Source: an optimization exercise on an open RTL-to-GDS flow (aim: small area, a short achievable clock period and few clock cycles). Production flows keep margins and buffers that such runs may drop.
The RTL was checked by simulation tests, not by an equivalence proof against the original design.
Power and IR drop assume default switching activity.

`flow/config.mk`:
```
export PLATFORM = sky130hd
export DESIGN_NAME = mips
export DESIGN_NICKNAME = mips
export VERILOG_FILES = /design/flow/design.v
export SDC_FILE = /design/flow/constraint.sdc
export NUM_CORES = 4
export LEC_CHECK = 0
export CAP_MARGIN = 20
export CORE_MARGIN = 2
export CORE_UTILIZATION = 40
export SLEW_MARGIN = 20
```
`flow/constraint.sdc`:
```
create_clock -name core_clock -period 9.0 [get_ports {clk}]
set_input_delay 1.8000 -clock core_clock [delete_from_list [all_inputs] [get_ports {clk}]]
set_output_delay 1.8000 -clock core_clock [all_outputs]
set_load 0.01 [all_outputs]
```
`flow/design.v`:
```
`timescale 1ns / 1ps
module ALU(indata1,indata2,aluop,outdata);
	input [31:0] indata1;
	input [31:0] indata2;
	input [1:0] aluop;
	output [31:0] outdata;
	wire [31:0]addu,subu,ori;
	assign addu = indata1+indata2;
	assign subu = indata1-indata2;
	assign ori = indata1|indata2;
	assign outdata = (aluop==2'b00)?addu:
						  (aluop==2'b01)?subu:
						  (aluop==2'b10)?ori:0;
endmodule
`timescale 1ns / 1ps
module EXT(
    input [15:0] inputdata,
    input [1:0] extop,
    output [31:0] outputdata
    );
	 wire [31:0] signdata,highextend,lowextend;
	 assign signdata = {{16{inputdata[15]}},inputdata};
	 assign highextend = {{16{1'b0}},inputdata};
	 assign lowextend = {inputdata,{16{1'b0}}};
	 assign outputdata = (extop==2'b00)?highextend:
								(extop==2'b01)?lowextend:
								(extop==2'b10)?signdata:0;
endmodule
`timescale 1ns / 1ps
module NPC(pc,npc_sel,ra,npc,index,zero,xiao);
	input [31:0] pc;
	input [2:0] npc_sel;
	input zero;
	input xiao;
	input [25:0] index;
	input [31:0] ra;
	output [31:0] npc;
	wire [31:0] npc;
	wire [15:0] offset; 
	assign offset = index[15:0];
	assign npc = ((npc_sel==3'b100)&&xiao)? pc + {{14{offset[15]}},offset,2'b0}:
					 ((npc_sel==3'b100)&&!xiao)? pc + 4:
					 ((npc_sel==3'b001)&&zero)? pc + {{14{offset[15]}},offset,2'b0}:
					 ((npc_sel==3'b001)&&!zero)? pc + 4:
					 (npc_sel==3'b010)?{pc[31:28],index,2'b0}:
					 (npc_sel==3'b011)? ra:pc;
endmodule
`timescale 1ns / 1ps
module M1(A,B,sel,C);
	input [31:0] A;
	input [31:0] B;
	input sel;
	output [31:0] C;
	assign C = (sel==0)?A:B;
endmodule
`timescale 1ns / 1ps
module M2(
    input [31:0] A,
    input [31:0] B,
    input [31:0] C,
    input [1:0] sel,
    output [31:0] D
    );
	 assign D = (sel==0)?A:
					(sel==1)?B:C;
endmodule
`timescale 1ns / 1ps
module M3(
    input [4:0] A,
    input [4:0] B,
    input [4:0] C,
    input [1:0] sel,
    output [4:0] D
    );
	 assign D = (sel==0)?A:
					(sel==1)?B:C;
endmodule
`timescale 1ns / 1ps
module M4(
    input [31:0] A,
    input [31:0] B,
    input [31:0] C,
    input [31:0] D,
    input [1:0] op,
    output [31:0] out
    );
	 assign out = (op==0)?A:
					  (op==1)?B:
					  (op==2)?C:D;
endmodule
`timescale 1ns / 1ps
module MJR(
    input [31:0] A,
    input [31:0] B,
    input [31:0] C,
    input [31:0] D,
    input [31:0] E,
    input [2:0] op,
    output [31:0] out
    );
	 assign out = (op==0)?A:
					  (op==1)?B:
					  (op==2)?C:
					  (op==3)?D:E;
endmodule
`timescale 1ns / 1ps
module PC(clk,reset,inputadd,outputadd,en);
	input clk;
	input reset;
	input en;
	input [31:0]inputadd;
	output reg [31:0]outputadd;
	always @(posedge clk)begin
		if(reset==1)
			outputadd <= 32'h00003000;			
		else
			if(en==1)
				outputadd <= inputadd;
	end
endmodule
`timescale 1ns / 1ps
module add4(
    input [31:0] inputadd,
    output [31:0] outputadd
    );
	 assign outputadd = inputadd + 4;
endmodule
`timescale 1ns / 1ps
module reg1(clk,reset,ird,pc4d,ire,pc4e,pc8d,pc8e,en,pcd,pce);
	input clk;
	input reset;
	input en;
	input [31:0] pcd;
	input [31:0] ird;
	input [31:0] pc4d;
	input [31:0] pc8d;
	output [31:0] pc8e;
	output [31:0] ire;
	output [31:0] pc4e;
	output [31:0] pce;
	reg [31:0] ir;
	reg [31:0] pc4;
	reg [31:0] pc8;
	reg [31:0] pc;
	assign pc4e = pc4;
	assign ire = ir;
	assign pc8e = pc8;
	assign pce = pc;
	always @(posedge clk)begin
		if(reset)begin
			pc4 <= 0;
			ir <= 0;
			pc8 <= 0;
			pc <= 0;
		end
		else begin
			if(en) begin
				pc4 <= pc4d;
				pc8 <= pc8d;
				ir <= ird;
				pc <= pcd;
			end
		end
	end
endmodule
`timescale 1ns / 1ps
module reg2(clk,reset,ire,pc4e,rse,rte,exte,irm,pc4m,rsm,rtm,extm,pc8e,pc8m,pce,pcm);
	input clk,reset;
	input [31:0] ire;
	input [31:0] pce;
	input [31:0] pc4e;
	input [31:0] rse;
	input [31:0] rte;
	input [31:0] exte;
	input [31:0] pc8e;
	output [31:0] pc8m;
	output [31:0] irm;
	output [31:0] pc4m;
	output [31:0] rsm;
	output [31:0] rtm;
	output [31:0] extm;
	output [31:0] pcm;
	reg [31:0] ir,pc4,rs,rt,ext,pc8,pc;
	assign irm = ir;
	assign pc4m = pc4;
	assign pc8m = pc8;
	assign rsm = rs;
	assign rtm = rt;
	assign extm = ext;
	assign pcm = pc;
	always @(posedge clk)begin
		if(reset)begin
			ir <= 0;
			rt <= 0;
			rs <= 0;
			pc4 <= 0;
			pc8 <= 0;
			ext <= 0;
			pc <= 0;
		end
		else begin
			ir <= ire;
			rt <= rte;
			rs <= rse;
			pc4 <= pc4e;
			pc8 <= pc8e;
			ext <= exte;
			pc <= pce;
		end
	end
endmodule
`timescale 1ns / 1ps
module reg3(clk,reset,irm,pc4m,aom,rtm,irw,pc4w,aow,rtw,pc8m,pc8w,pcm,pcw);
	input clk;
	input reset;
	input [31:0] irm,pc4m,aom,rtm,pc8m,pcm;
   output [31:0] irw,pc4w,aow,rtw,pc8w,pcw;
	reg [31:0] ir,pc4,ao,rt,pc8,pc;
	assign irw = ir;
	assign pc4w = pc4;
	assign pc8w = pc8;
	assign aow = ao;
	assign rtw = rt;
	assign pcw = pc;
	always @(posedge clk)begin
		if(reset)begin
			ir <= 0;
			pc4 <= 0;
			ao <= 0;
			rt <= 0;
			pc8 <= 0;
			pc <= 0;
		end
		else begin
			ir <= irm;
			pc4 <= pc4m;
			pc8 <= pc8m;
			ao <= aom;
			pc <= pcm;
			rt <= rtm;
		end
	end
endmodule
`timescale 1ns / 1ps
module reg4(clk,reset,irw,ird,pc4w,pc4d,aow,aod,drw,drd,pc8w,pc8d,pcw,pcd);
	input clk,reset;
	input [31:0] irw,pc4w,aow,drw,pc8w,pcw;
	output [31:0] ird,pc4d,aod,drd,pc8d,pcd;
	reg [31:0] ir,pc4,ao,dr,pc8,pc;
	assign ird = ir;
	assign pc4d = pc4;
	assign pc8d = pc8;
	assign aod = ao;
	assign drd = dr;
	assign pcd = pc;
	always @(posedge clk)begin
		if(reset)begin
			ir <= 0;
			pc4 <= 0;
			pc8 <= 0;
			ao <= 0;
			dr <= 0;
			pc <= 0; 
		end
		else begin
			ir <= irw;
			pc4 <= pc4w;
			pc8 <= pc8w;
			ao <= aow;
			dr <= drw;
			pc <= pcw;
		end
	end
endmodule
`timescale 1ns / 1ps
module control0(op,fun,npc_sel,extop,mu);
	input [5:0] op;
	input [5:0] fun;
	output [2:0] npc_sel;
	output [1:0] extop;
	output mu;
	wire ori,blezals,lw,sw,beq,lui,jal,jr;
	assign blezals = (~op[5])&&op[4]&&op[3]&&(~op[2])&&(~op[1])&&(~op[0]);
	assign ori = (~op[5])&&(~op[4])&&op[3]&&op[2]&&(~op[1])&&op[0];
	assign lw = op[5]&&(~op[4])&&(~op[3])&&(~op[2])&&op[1]&&op[0];
	assign sw = op[5]&&(~op[4])&&op[3]&&(~op[2])&&op[1]&&op[0];
	assign beq = (~op[5])&&(~op[4])&&(~op[3])&&op[2]&&(~op[1])&&(~op[0]);
	assign lui = (~op[5])&&(~op[4])&&op[3]&&op[2]&&op[1]&&op[0];
	assign jal = (~op[5])&&(~op[4])&&(~op[3])&&(~op[2])&&op[1]&&op[0];
	assign j = (~op[5])&&(~op[4])&&(~op[3])&&(~op[2])&&op[1]&&(~op[0]);
	assign jr = (~op[5])&&(~op[4])&&(~op[3])&&(~op[2])&&(~op[1])&&(~op[0])&&(~fun[5])&&(~fun[4])&&fun[3]&&(~fun[2])&&(~fun[1])&&(~fun[0]);
	assign npc_sel = (beq==1)?3'b001:
						  (jal==1||j==1)?3'b010:
						  (jr==1)?3'b011:
						  (blezals==1)?3'b100:3'b000;
	assign extop = (lw||sw)?2'b10:
						(lui)?2'b01:
						(ori)?2'b00:2'b11;
	assign mu = (npc_sel==0)?0:1;
endmodule
`timescale 1ns / 1ps
module control1(
    input [5:0] op,
    input [5:0] fun,
	 output alusrc,
	 output [1:0]aluop
	 );
	 wire addu,subu,ori,lw,sw,lui;
	 assign addu = (~op[5])&&(~op[4])&&(~op[3])&&(~op[2])&&(~op[1])&&(~op[0])&&fun[5]&&(~fun[4])&&(~fun[3])&&(~fun[2])&&(~fun[1])&&fun[0];
	 assign subu = (~op[5])&&(~op[4])&&(~op[3])&&(~op[2])&&(~op[1])&&(~op[0])&&fun[5]&&(~fun[4])&&(~fun[3])&&(~fun[2])&&fun[1]&&fun[0];
	 assign ori = (~op[5])&&(~op[4])&&op[3]&&op[2]&&(~op[1])&&op[0];
	 assign lw = op[5]&&(~op[4])&&(~op[3])&&(~op[2])&&op[1]&&op[0];
	 assign sw = op[5]&&(~op[4])&&op[3]&&(~op[2])&&op[1]&&op[0];
	 assign lui = (~op[5])&&(~op[4])&&op[3]&&op[2]&&op[1]&&op[0];
	 assign alusrc = ori||lw||sw||lui;
	 assign aluop = (subu)?2'b01:
						 (ori)?2'b10:2'b00;
endmodule
`timescale 1ns / 1ps
module control2(
    input [5:0] op,
    input [5:0] fun,
	 output memwrite
	 );
	 wire sw;
	 assign sw = op[5]&&(~op[4])&&op[3]&&(~op[2])&&op[1]&&op[0];
	 assign memwrite = sw;
endmodule
`timescale 1ns / 1ps
module control3(
	input [5:0] op,
   input [5:0] fun,
	output regwrite,
	output [1:0]memtoreg,
	output [1:0]regdst
    );
	wire addu,subu,ori,lw,sw,lui,blezals;
	assign addu = (~op[5])&&(~op[4])&&(~op[3])&&(~op[2])&&(~op[1])&&(~op[0])&&fun[5]&&(~fun[4])&&(~fun[3])&&(~fun[2])&&(~fun[1])&&fun[0];
	assign subu = (~op[5])&&(~op[4])&&(~op[3])&&(~op[2])&&(~op[1])&&(~op[0])&&fun[5]&&(~fun[4])&&(~fun[3])&&(~fun[2])&&fun[1]&&fun[0];
	assign ori = (~op[5])&&(~op[4])&&op[3]&&op[2]&&(~op[1])&&op[0];
	assign lw = op[5]&&(~op[4])&&(~op[3])&&(~op[2])&&op[1]&&op[0];
	assign lui = (~op[5])&&(~op[4])&&op[3]&&op[2]&&op[1]&&op[0];
	assign blezals = (~op[5])&&op[4]&&op[3]&&(~op[2])&&(~op[1])&&(~op[0]);
   assign jal = (~op[5])&&(~op[4])&&(~op[3])&&(~op[2])&&op[1]&&op[0];
	assign regdst = (addu||subu)?2'b01:
						 (jal||blezals)?2'b10:2'b00;
   assign regwrite = addu||subu||ori||lw||lui||jal||blezals;
	assign memtoreg = (lw)?2'b01:
							(jal||blezals)?2'b10:2'b00;
endmodule
`timescale 1ns / 1ps
module GRF(inputadd1,address,inputadd2,outputdata1,outputdata2,regwrite,clk,reset,writeadd,writedata);
	input [4:0] inputadd1;
	input [4:0] inputadd2;
	input clk;
	input reset;
	input regwrite;
	input [4:0] writeadd;
	input [31:0] address;
	input [31:0] writedata;
	output [31:0] outputdata1;
	output [31:0] outputdata2;
	reg [31:0] regfile [31:0];
	integer i;
	always @(posedge clk)begin
		if(reset==1)
			for(i = 0;i<32;i = i+1)
				regfile[i] <= 0;
		else
			if(regwrite==1)begin
				regfile[writeadd] <= writedata;
			end
	end
	assign outputdata1 = (inputadd1==0)?0:
								(inputadd1==writeadd&&regwrite==1)?writedata:regfile[inputadd1];
	assign outputdata2 = (inputadd2==0)?0:
								(inputadd2==writeadd&&regwrite==1)?writedata:regfile[inputadd2];
endmodule
`timescale 1ns / 1ps
module hazard(ird,ire,irm,irw,pcen,irden,ireclr,FORWARDRSD,FORWARDRTD,FORWARDRSE,FORWARDRTE,FORWARDJR,FORWARDRTM,inadd);
	input signed [31:0] ird;
	input [31:0] ire;
	input [31:0] irm;
	input [31:0] irw;
	input [4:0] inadd;
	output pcen;
	output irden;
	output ireclr;
	output [2:0] FORWARDRSD,FORWARDRTD;
	output [1:0] FORWARDRSE,FORWARDRTE;
	output FORWARDRTM;
	output [2:0] FORWARDJR;
	wire [5:0] opd,fund,ope,fune,opm,funm,opw,funw;
	wire calrd,calid,ld,std,beqd,jrd,jald,jd,bld;
	wire calre,calie,le,ste,beqe,jre,jale,je,ble;
	wire calrm,calim,lm,stm,beqm,jrm,jalm,jm,blm;
	wire calrw,caliw,lw,stw,beqw,jrw,jalw,jw,blw;	
	wire stall,stallb,stallcalr,stallcali,stallld,stallsts,stalljr,stallbl;
	wire [1:0] FORWARDRSE,FORWARDRTE;
	wire FORWARDRTM;
	wire [2:0] FORWARDRSD,FORWARDRTD,FORWARDJR;
	assign opd = ird[31:26];
	assign fund = ird[5:0];
	assign ope = ire[31:26];
	assign fune = ire[5:0];
	assign opm = irm[31:26];
	assign funm = irm[5:0];
	assign opw = irw[31:26];
	assign funw = irw[5:0];
	assign calrd = (opd==0&&fund==33)||(opd==0&&fund==35);
	assign calid = (opd==13||opd==15);
	assign ld = opd==35;
 	assign std = opd==43;
	assign beqd = opd==4;
	assign bld = opd==24;
	assign jrd = opd==0&&fund==8;
	assign jald = opd==3;
	assign jd = opd==2;
	assign calre = (ope==0&&fune==33)||(ope==0&&fune==35);
	assign calie = (ope==13||ope==15);
	assign le = ope==35;
	assign ble = ope==24;
 	assign ste = ope==43;
	assign beqe = ope==4;
	assign jre = ope==0&&fune==8;
	assign jale = ope==3;
	assign je = ope==2;
   assign calrm = (opm==0&&funm==33)||(opm==0&&funm==35);
	assign calim = (opm==13||opm==15);
	assign lm = opm==35;
 	assign stm = opm==43;
	assign beqm = opm==4;
	assign blm = opm==24;
	assign jrm = opm==0&&funm==8;
	assign jalm = opm==3;
	assign jm = opm==2;
	assign calrw = (opw==0&&funw==33)||(opw==0&&funw==35);
	assign caliw = (opw==13||opw==15);
	assign lw = opw==35;
 	assign stw = opw==43;
	assign beqw = opw==4;
	assign blw = opw==24;
	assign jrw = opw==0&&funw==8;
	assign jalw = opw==3;
	assign jw = opw==2;
	assign stallb = (beqd&&calre&&((ird[25:21]==ire[15:11]&&ird[25:21]!=0)||(ird[20:16]==ire[15:11]&&ird[20:16]!=0)))||(beqd&&calie&&((ird[25:21]==ire[20:16]&&ird[25:21]!=0)||(ird[20:16]==ire[20:16]&&ird[20:16]!=0)))||(beqd&&le&&((ird[25:21]==ire[20:16]&&ird[25:21]!=0)||(ird[20:16]==ire[20:16]&&ird[20:16]!=0)))||(beqd&&lm&&((ird[25:21]==irm[20:16]&&ird[25:21]!=0)||(ird[20:16]==irm[20:16]&&ird[20:16]!=0)));
	assign stallcalr = calrd&&le&&((ird[25:21]==ire[20:16]&&ird[25:21]!=0)||(ird[20:16]==ire[20:16]&&ird[20:16]!=0));
	assign stallcali = calid&&le&&(ird[25:21]==ire[20:16]&&ird[25:21]!=0);		
	assign stallld = ld&&le&&(ird[25:21]==ire[20:16]&&ird[25:21]!=0);
	assign stallsts = std&&le&&(ird[25:21]==ire[20:16]&&ird[25:21]!=0);
	assign stallbl = (bld&&calre&&((ird[25:21]==ire[15:11]&&ird[25:21]!=0)||(ird[20:16]==ire[15:11]&&ird[20:16]!=0)))||(bld&&calie&&((ird[25:21]==ire[20:16]&&ird[25:21]!=0)||(ird[20:16]==ire[20:16]&&ird[20:16]!=0)))||(bld&&le&&((ird[25:21]==ire[20:16]&&ird[25:21]!=0)||(ird[20:16]==ire[20:16]&&ird[20:16]!=0)))||(bld&&lm&&((ird[25:21]==irm[20:16]&&ird[25:21]!=0)||(ird[20:16]==irm[20:16]&&ird[20:16]!=0)));
	assign stalljr = (jrd&&calre&&((ird[25:21]==ire[15:11]&&ird[25:21]!=0)||(ird[20:16]==ire[15:11]&&ird[20:16]!=0)))||(jrd&&calie&&((ird[25:21]==ire[20:16]&&ird[25:21]!=0)||(ird[20:16]==ire[20:16]&&ird[20:16]!=0)))||(jrd&&le&&((ird[25:21]==ire[20:16]&&ird[25:21]!=0)||(ird[20:16]==ire[20:16]&&ird[20:16]!=0)))||(jrd&&lm&&((ird[25:21]==irm[20:16]&&ird[25:21]!=0)||(ird[20:16]==irm[20:16]&&ird[20:16]!=0)));
	assign stall = stallb||stallcalr||stallcali||stallld||stallsts||stalljr||stallbl;
	assign pcen = ~stall;
	assign irden = ~stall;
	assign ireclr = stall;
	assign FORWARDRSD	= (opd==4||opd==24)&&(jale||ble)&&(ird[25:21]==31)?1:
							  (opd==4||opd==24)&&calrm&&(ird[25:21]==irm[15:11]&&ird[25:21]!=0)?2:
							  (opd==4||opd==24)&&calim&&(ird[25:21]==irm[20:16]&&ird[25:21]!=0)?2:	
							  (opd==4||opd==24)&&(jalm||blm)&&(ird[25:21]==31)?3:	
							  (opd==4||opd==24)&&calrw&&(ird[25:21]==inadd&&ird[25:21]!=0)?4:
							  (opd==4||opd==24)&&caliw&&(ird[25:21]==inadd&&ird[25:21]!=0)?4:
							  (opd==4||opd==24)&&lw&&(ird[25:21]==inadd&&ird[25:21]!=0)?4:
							  (opd==4||opd==24)&&(jalw||blw)&&(ird[25:21]==31)?4:0;
	assign FORWARDJR = jrd&&(jalm||blm)&&(ird[25:21]==31)?0:
							 jrd&&calrm&&(ird[25:21]==irm[15:11]&&ird[25:21]!=0)?1:
							 jrd&&calim&&(ird[25:21]==irm[20:16]&&ird[25:21]!=0)?1:	
							 jrd&&(jalw||blw)&&(ird[25:21]==31)?2:
							 jrd&&calrw&&(ird[25:21]==inadd&&ird[25:21]!=0)?3:
							 jrd&&caliw&&(ird[25:21]==inadd&&ird[25:21]!=0)?3:
							 jrd&&lw&&(ird[25:21]==inadd&&ird[25:21]!=0)?3:4;
	assign FORWARDRTD	= (opd==4)&&(jale||ble)&&(ird[20:16]==31)?1:
							  (opd==4)&&calrm&&(ird[20:16]==irm[15:11]&&ird[20:16]!=0)?2:
							  (opd==4)&&calim&&(ird[20:16]==irm[20:16]&&ird[20:16]!=0)?2:
							  (opd==4)&&(jalm||blm)&&(ird[20:16]==31)?3:	
							  (opd==4)&&calrw&&(ird[20:16]==inadd&&ird[20:16]!=0)?4:
							  (opd==4)&&caliw&&(ird[20:16]==inadd&&ird[20:16]!=0)?4:
							  (opd==4)&&lw&&(ird[20:16]==inadd&&ird[20:16]!=0)?4:
							  (opd==4)&&(jalw||blw)&&(ird[20:16]==31)?4:0;
	assign FORWARDRSE	= ((ope==0&&fune==33)||(ope==0&&fune==35)||(ope==13)||(ope==15)||(ope==35)||(ope==43))&&calrm&&(ire[25:21]==irm[15:11]&&ire[25:21]!=0)?1:
							  ((ope==0&&fune==33)||(ope==0&&fune==35)||(ope==13)||(ope==15)||(ope==35)||(ope==43))&&calim&&(ire[25:21]==irm[20:16]&&ire[25:21]!=0)?1:	
							  ((ope==0&&fune==33)||(ope==0&&fune==35)||(ope==13)||(ope==15)||(ope==35)||(ope==43))&&(jalm||blm)&&(ire[25:21]==31)?3:
							  ((ope==0&&fune==33)||(ope==0&&fune==35)||(ope==13)||(ope==15)||(ope==35)||(ope==43))&&calrw&&(ire[25:21]==irw[15:11]&&ire[25:21]!=0)?2:
							  ((ope==0&&fune==33)||(ope==0&&fune==35)||(ope==13)||(ope==15)||(ope==35)||(ope==43))&&caliw&&(ire[25:21]==irw[20:16]&&ire[25:21]!=0)?2:
							  ((ope==0&&fune==33)||(ope==0&&fune==35)||(ope==13)||(ope==15)||(ope==35)||(ope==43))&&lw&&(ire[25:21]==irw[20:16]&&ire[25:21]!=0)?2:
							  ((ope==0&&fune==33)||(ope==0&&fune==35)||(ope==13)||(ope==15)||(ope==35)||(ope==43))&&(jalw||blw)&&(ire[25:21]==31)?2:0;
	assign FORWARDRTE	= ((ope==0&&fune==33)||(ope==0&&fune==35)||(ope==43))&&calrm&&(ire[20:16]==irm[15:11]&&ire[20:16]!=0)?1:
							  ((ope==0&&fune==33)||(ope==0&&fune==35)||(ope==43))&&calim&&(ire[20:16]==irm[20:16]&&ire[20:16]!=0)?1:
							  ((ope==0&&fune==33)||(ope==0&&fune==35)||(ope==43))&&(jalm||blm)&&(ire[20:16]==31)?3:								  
							  ((ope==0&&fune==33)||(ope==0&&fune==35)||(ope==43))&&calrw&&(ire[20:16]==inadd&&ire[20:16]!=0)?2:
							  ((ope==0&&fune==33)||(ope==0&&fune==35)||(ope==43))&&caliw&&(ire[20:16]==inadd&&ire[20:16]!=0)?2:
							  ((ope==0&&fune==33)||(ope==0&&fune==35)||(ope==43))&&lw&&(ire[20:16]==inadd&&ire[20:16]!=0)?2:
							  ((ope==0&&fune==33)||(ope==0&&fune==35)||(ope==43))&&(jalw||blw)&&(ire[20:16]==31)?2:0;
	assign FORWARDRSM	= ((opm==43)||(ope==35))&&calrw&&(irm[25:21]==inadd&&irm[25:21]!=0)?1:
							  ((opm==43)||(ope==35))&&caliw&&(irm[25:21]==inadd&&irm[25:21]!=0)?1:
							  ((opm==43)||(ope==35))&&lw&&(irm[25:21]==inadd&&irm[25:21]!=0)?1:
							  ((opm==43)||(ope==35))&&(jalw||blw)&&(irm[25:21]==31)?1:0;
	assign FORWARDRTM	= (opm==43)&&calrw&&(irm[20:16]==inadd&&irm[20:16]!=0)?1:
							  (opm==43)&&caliw&&(irm[20:16]==inadd&&irm[20:16]!=0)?1:
							  (opm==43)&&lw&&(irm[20:16]==inadd&&irm[20:16]!=0)?1:
							  (opm==43)&&(jalw||blw)&&(irm[20:16]==31)?1:0;
endmodule
`timescale 1ns / 1ps
module mips(clk,reset,im_addr,im_data,dm_addr,dm_wdata,dm_we,dm_rdata,wb_we,wb_addr,wb_data);
	input clk;
	input reset;
	output [31:0] im_addr;
	input [31:0] im_data;
	output [31:0] dm_addr;
	output [31:0] dm_wdata;
	output dm_we;
	input [31:0] dm_rdata;
	output wb_we;
	output [4:0] wb_addr;
	output [31:0] wb_data;
	wire clk,reset;
	wire [31:0] p1,p2,p3,p4,p5,p6;
	wire d1;
	wire [31:0] r1,r2,r3,r4;
	wire [31:0] re1,re2;
	wire [31:0] se1,se2,se3,se4;
	wire [31:0] t1,t2,t3,t4,t5;
	wire [31:0] ts1;
	wire [4:0] a1;
	wire [31:0] a2;
	wire [31:0] u1,u2,u3,u4,u5;
	wire [31:0] s1,s2,s3,s4;
	wire [31:0] m1,m2,m3,m4;
	wire zero,xiao;
	wire en,en2,clr;
	wire [1:0] h3,h4;
	wire h5;
	wire [2:0] h1,h2,h6,npc_sel;
	wire [31:0] b1,b2,b3,b4,b5,b6;
	wire [1:0]regdst,aluop,extop,memtoreg;
	wire alusrc,regwrite,memwrite;
	assign zero = (b1==b2)?1:0;
	assign xiao = ($signed(b1)<=0)?1:0;
	PC QPC(.clk(clk),.reset(reset),.inputadd(p6),.outputadd(p1),.en(en));
	assign im_addr = p1;
	assign p3 = im_data;
	add4 qadd4(.inputadd(p1),.outputadd(p4));
	add4 qqadd4(.inputadd(p4),.outputadd(p5));
	reg1 qreg1(.clk(clk),.reset(reset),.pcd(p1),.pce(m1),.ird(p3),.pc4d(p4),.ire(r1),.pc4e(r2),.pc8d(p5),.pc8e(r3),.en(en2));
	GRF QGRF(.inputadd1(r1[25:21]),.address(m4),.inputadd2(r1[20:16]),.outputdata1(re1),.outputdata2(re2),.regwrite(regwrite),.clk(clk),.reset(reset),.writeadd(a1),.writedata(a2));
	EXT QEXT(.inputdata(r1[15:0]),.extop(extop),.outputdata(r4));
	NPC QNPC(.pc(r2),.npc_sel(npc_sel),.ra(b6),.npc(p2),.index(r1[25:0]),.zero(zero),.xiao(xiao));
	reg2 qreg2(.clk(clk),.reset(reset||clr),.pce(m1),.pcm(m2),.ire(r1),.pc4e(r2),.rse(re1),.rte(re2),.exte(r4),.irm(s1),.pc4m(s2),.rsm(se1),.rtm(se2),.extm(s4),.pc8e(r3),.pc8m(s3));
	M1 QM1(.A(b4),.B(s4),.sel(alusrc),.C(se3));
	ALU QALU(.indata1(b3),.indata2(se3),.aluop(aluop),.outdata(se4));
	reg3 qreg3(.clk(clk),.reset(reset),.pcm(m2),.pcw(m3),.irm(s1),.pc4m(s2),.aom(se4),.rtm(b4),.irw(t3),.pc4w(t4),.aow(t1),.rtw(t2),.pc8m(s3),.pc8w(t5));
	assign dm_addr = t1;
	assign dm_wdata = b5;
	assign dm_we = memwrite;
	assign ts1 = dm_rdata;
	reg4 qreg4(.clk(clk),.reset(reset),.pcw(m3),.pcd(m4),.irw(t3),.ird(u3),.pc4w(t4),.pc4d(u4),.aow(t1),.aod(u1),.drw(ts1),.drd(u2),.pc8w(t5),.pc8d(u5));
	M2 QM2(.A(u1),.B(u2),.C(u5),.sel(memtoreg),.D(a2));
	M3 QM3(.A(u3[20:16]),.B(u3[15:11]),.C(5'b11111),.sel(regdst),.D(a1));
	hazard qhazard(.ird(r1),.ire(s1),.irm(t3),.irw(u3),.pcen(en),.irden(en2),.ireclr(clr),.FORWARDRSD(h1),.FORWARDRTD(h2),.FORWARDJR(h6),.FORWARDRSE(h3),.FORWARDRTE(h4),.FORWARDRTM(h5),.inadd(a1));
	MJR MRSD(.A(re1),.B(s3),.C(t1),.D(t5),.E(a2),.op(h1),.out(b1));
	MJR MRTD(.A(re2),.B(s3),.C(t1),.D(t5),.E(a2),.op(h2),.out(b2));
	M4 MRSE(.A(se1),.B(t1),.C(a2),.D(t5),.op(h3),.out(b3));
	M4 MRTE(.A(se2),.B(t1),.C(a2),.D(t5),.op(h4),.out(b4));
	MJR MJRE(.A(t5),.B(t1),.C(u5),.E(re1),.D(a2),.op(h6),.out(b6));
	M1 MRTM(.A(t2),.B(a2),.sel(h5),.C(b5));
	M1 pcM1(.A(p4),.B(p2),.sel(d1),.C(p6));
	control0 qcontrol0(.op(r1[31:26]),.fun(r1[5:0]),.npc_sel(npc_sel),.extop(extop),.mu(d1));
	control1 qcontrol1(.op(s1[31:26]),.fun(s1[5:0]),.alusrc(alusrc),.aluop(aluop));
	control2 qcontrol2(.op(t3[31:26]),.fun(t3[5:0]),.memwrite(memwrite));
	control3 qcontrol3(.op(u3[31:26]),.fun(u3[5:0]),.regwrite(regwrite),.memtoreg(memtoreg),.regdst(regdst));
	assign wb_we = regwrite;
	assign wb_addr = a1;
	assign wb_data = a2;
endmodule
```
`flow/run.sh`:
```
#!/bin/bash
# synth_recipe.tcl (not shown) runs the flow's synth.tcl, then flattens the netlist and writes it again
# the make line also repeats each setting of config.mk as NAME=value (left out here)
make -C /OpenROAD-flow-scripts/flow DESIGN_CONFIG=/design/flow/config.mk WORK_HOME=/design/flow/orfs CLKGATE_MAP_FILE= SYNTH_SCRIPT=/design/flow/synth_recipe.tcl finish
```
==> summary.txt <==
## where the power goes
group          internal [mW]  total (mW)  switching (mW)
Combinational          0.998        2.68            1.68
Sequential              7.83        8.13           0.300
Clock                   4.20        7.33            3.12
## registers in the layout (all words and copies together), names as in the netlist, named ones only
register and count:
qreg1.pc4 30, qreg2.rt 32, qreg3.rt 32, qreg4.dr 32
qreg2.pc8 32, qreg1.ir 32, qreg2.ext 32, qreg3.pc8 32
qreg2.ir 27, qreg3.ao 32, qreg1.pc8 32, qreg2.rs 32
QPC.outputadd 32, qreg4.pc8 32, qreg4.ir 21, qreg3.ir 21
qreg4.ao 32, QGRF.regfile 1024
## final cells by class
class                   count  area [um2]  share of cell area
clock inverters            89        1119             0.01168
repair buffers            444        4051             0.04229
flip-flops and latches   1549       41290              0.4311
clock buffers             214        4562             0.04762
inverters                 127       484.2            0.005055
well taps                2821        3530             0.03685
diodes                      6       15.01           0.0001567
multi-input cells        5245       40740              0.4253
## cells by family after synthesis
kind of cell / after synthesis
AND/OR/NAND/NOR: 2803
flip-flops: 1549
AO/OA/AOI/OAI: 1285
buffers and inverters: 838
multiplexers: 795
XOR/XNOR: 233
adder cells (fa/ha/maj): 129
## critical path: cells and delay by family (launching register included)
kind                     cells  cell delay (ns)
adder cells (fa/ha/maj)      2             0.71
flip-flops                   1             0.36
AO/OA/AOI/OAI               16             4.18
buffers and inverters        2             0.59
AND/OR/NAND/NOR              7             1.95
XOR/XNOR                     2             0.31
## through the flow
step / setup slack, ns / std cells
floorplan: 2.832 / 7632
global placement: 1.070 / 10180
detailed placement: 1.110 / 10180
CTS: 1.073 / 10490
global route: 0.4767 / 10490
finish: 0.8471 / 10500
## metal layers
metal	up-vias	GRT usage	part of all wire	wire, um
li1	27840	-	-	-
met1	33940	0.4076	0.36	127300
met2	4948	0.4904	0.44	157200
met3	1190	0.08609	0.12	43830
met4	10	0.2042	0.077	27500
met5	-	0	0.00017	62
## worst max path at each step
stage | startpoint | end | slack [ns]
3_5_place_dp | qreg4.ir[30] | qreg3.ao[30] | 1.11
5_1_grt | qreg4.ir[29] | qreg3.ao[30] | 0.48
4_1_cts | qreg4.ir[30] | qreg3.ao[30] | 1.07
3_3_place_gp | qreg4.ir[29] | qreg3.ao[30] | 1.07
2_1_floorplan | qreg4.ir[29] | qreg3.ao[30] | 2.83
6_report | qreg4.ir[30] | qreg3.ao[30] | 0.85
## cells in the final DEF (no fill, tap or decap), types with 25 or more instances in the layout
master | synthesis | routed
a21o_1 | 39 | 32
a31oi_1 | 37 | 37
mux2i_1 | 129 | 129
nor4_1 | 39 | 37
mux2_2 | 26 | 26
nor2_1 | 1584 | 1576
nand2_2 | 2 | 55
clkdlybuf4s50_1 | 0 | 199
clkbuf_16 | 0 | 172
o21ai_0 | 299 | 296
nor3_1 | 89 | 88
mux4_2 | 640 | 640
buf_4 | 12 | 227
edfxtp_1 | 1024 | 1024
and2_1 | 37 | 36
clkinv_1 | 0 | 25
xor2_1 | 83 | 83
nor2b_1 | 184 | 184
and3_1 | 110 | 110
o211ai_1 | 123 | 123
o22ai_1 | 48 | 48
nand4_1 | 26 | 26
a211oi_1 | 118 | 116
dfxtp_1 | 525 | 515
inv_1 | 123 | 122
clkbuf_1 | 539 | 32
o21a_1 | 50 | 49
xnor2_1 | 147 | 147
ha_1 | 126 | 126
a21oi_1 | 335 | 334
nand3_1 | 111 | 111
a221oi_1 | 30 | 26
nand2_1 | 498 | 445
==> key figures <==
Route
  • Drt pass-1 iters: 7
  • Via Count: between 60k and 70k
  • Vias per cell: approximately 6.5
  • Post-Route WL: around 360 mm
  • Antenna Nets Post-Route: 0
  • Initial DRC Count: 10.02k
  • DRC: 0
  • WL per Instance: roughly 34 um

Synthesis
  • Cell taking the most area after synthesis: edfxtp_1
  • Synthesis-stage register bit count: around 1.5k
  • Yosys top cell area share: 0.3624
  • Mux cell area share after synthesis: 0.1885
  • Simple-gate area share of the yosys netlist: 0.1446
  • Main combinational cell family by area after synthesis: multiplexers
  • Syn Nets: between 7k and 8k
  • Top cells by count, synth: 1584 x nor2_1, 1024 x edfxtp_1, 640 x mux4_2
  • Post-synth EDFFs: 1024
  • Synth Warn #: 9
  • Area contributors post-synth: edfxtp_1 36%, mux4_2 17%, dfxtp_1 12%
  • Xor and xnor area share after synthesis: 0.02431
  • Primary FF master, synth: edfxtp_1
  • Mapped Avg Cell Area: between 10 and 15 um2
  • Syn Std Cell Area: about 85000 um2
  • Post-Synth Adder-Cell Area: 0.01929
  • Distinct cell type count after synthesis: between 100 and 150
  • Most common cell in the netlist: nor2_1
  • Compound-gate portion of the synthesized area: 0.09804
  • Sequential share of the synthesized area: 0.4862
  • Synthesized instance count: between 7k and 8k
  • Ys async rst share: 0

Setup path
  • Worst setup EP type: register
  • RR Startpoint: qreg4.ir[30]
  • Crit path DAT: between 8 and 9 ns
  • Reg2Reg Setup Slack: roughly 0.85 ns
  • Worst path max stage delay: ~0.73 ns
  • Critical path startpoint category: register
  • Crit Path Class: register to register
  • Most common cell on crit path: o21ai_0
  • Worst-path maximum fanout: 38
  • R2R cell count: 29
  • Crit path max-delay cell type: a2111oi_0
  • Critical Path RT: between 9 and 10 ns
  • Critical R2R Capture: qreg3.ao[30]

Min path
  • Hold path cells: 1
  • Hold Crit Class: register to register
  • Hold worst-path end: qreg2.pc8[31]
  • Hold Startpoint: qreg1.pc8[31]

Timing
  • Setup Skew: a little over 0.04 ns
  • Slew @ Worst Pin: 1.349 ns
  • Minimum clock period: 8.153 ns
  • Fin. Hold Viols: 0
  • Slew Viols, Final: 0
  • TNS Setup: 0 ns
  • RSZ-0062 raised after global routing: no
  • Setup violators final: 0
  • Hold Slack: about 0.47 ns
  • Max frequency: roughly 120 MHz
  • Slew HR: 0.09661
  • Post-route clock period utilization: 0.9059

Cells and area
  • Fillers: roughly 19k
  • P&R area growth vs syn: 12.88%
  • Ratio of cells with drive above 1 in the final layout: 0.1727
  • Post-layout util: 0.4530
  • Design area: between 90000 and 100000 um2
  • Final nets: 7731

Clocking
  • Maximum clock path buffer count: 3
  • Setup bufs post-CTS: 0
  • Clock Pin Slew Worst Setup and Hold Paths: around 0.07 ns
  • CTS tree: yes
  • Htree depth: 4
  • Clock Sinks: between 1.5k and 2k
  • Clock root buffer: clkbuf_16
  • Resized Gates After CTS: 0
  • Worst skew pair latency: roughly 0.86 ns
  • CTS Hold Bufs: 0
  • CTS buffer count: around 170

Die
  • Die height: between 400 and 500 um
  • Die W: between 400 and 500 um
  • Die footprint: about 220000 um2
  • Core area: 211500 um2
  • Starting Density: 0.4013
  • IO Pins: ~200
  • Placement row count: 169

Status
  • Status: finished clean

Power
  • Max IR drop VDD: ~0.21 mV
  • Lkg Pwr: between 30 and 40 nW
  • Tot Pwr: about 18 mW
  • Power per Cell Area: ~190 nW/um2

Place
  • Port Buffers: 200
  • Detailed Place HPWL: ~240 mm
  • Cell Area, Placed: 90050 um2
  • GP Congestion: approximately 1.0

Global routing
  • Largest net degree at the start of global routing: between 150 and 200
  • GRT overflow: 0
  • First-pass GRT wire length: about 500 mm
  • Initial antenna violation count: 24
  • Vias in the first global route: 65.24k
  • Overall Global Routing Usage: 0.3224

Run
  • Max-Cap Viols: 0
Testbench counts, summed over its fixed seeds: cycles 61,699.

## what the ideal ports hide
Ports are ideal in the flow. The routed layout listed here was re-timed in OpenROAD.
Step 1 sets driving cells, clkbuf_16 on the clock port and buf_2 on the other inputs (assumed; they add their load-dependent delay and slew).
Step 2 times the ports against the registers' clock, not the clock port: input delays grow and output delays shrink by t, the midpoint of the rising clock arrivals with the driver on.
Three values: no drivers, after step 1, after step 2; two values: the first two.
t, ns: 0.931
slack for setup (ns): 0.847 / 0.847 / 0.847
worst setup path at the end: register to register
latest minus earliest clock arrival (ns): 0.041 / 0.040
After both steps setup and hold are still met in this run. For this run, drivers alone change the setup slack by 0.000 ns; drivers and shift together by 0.000 ns.
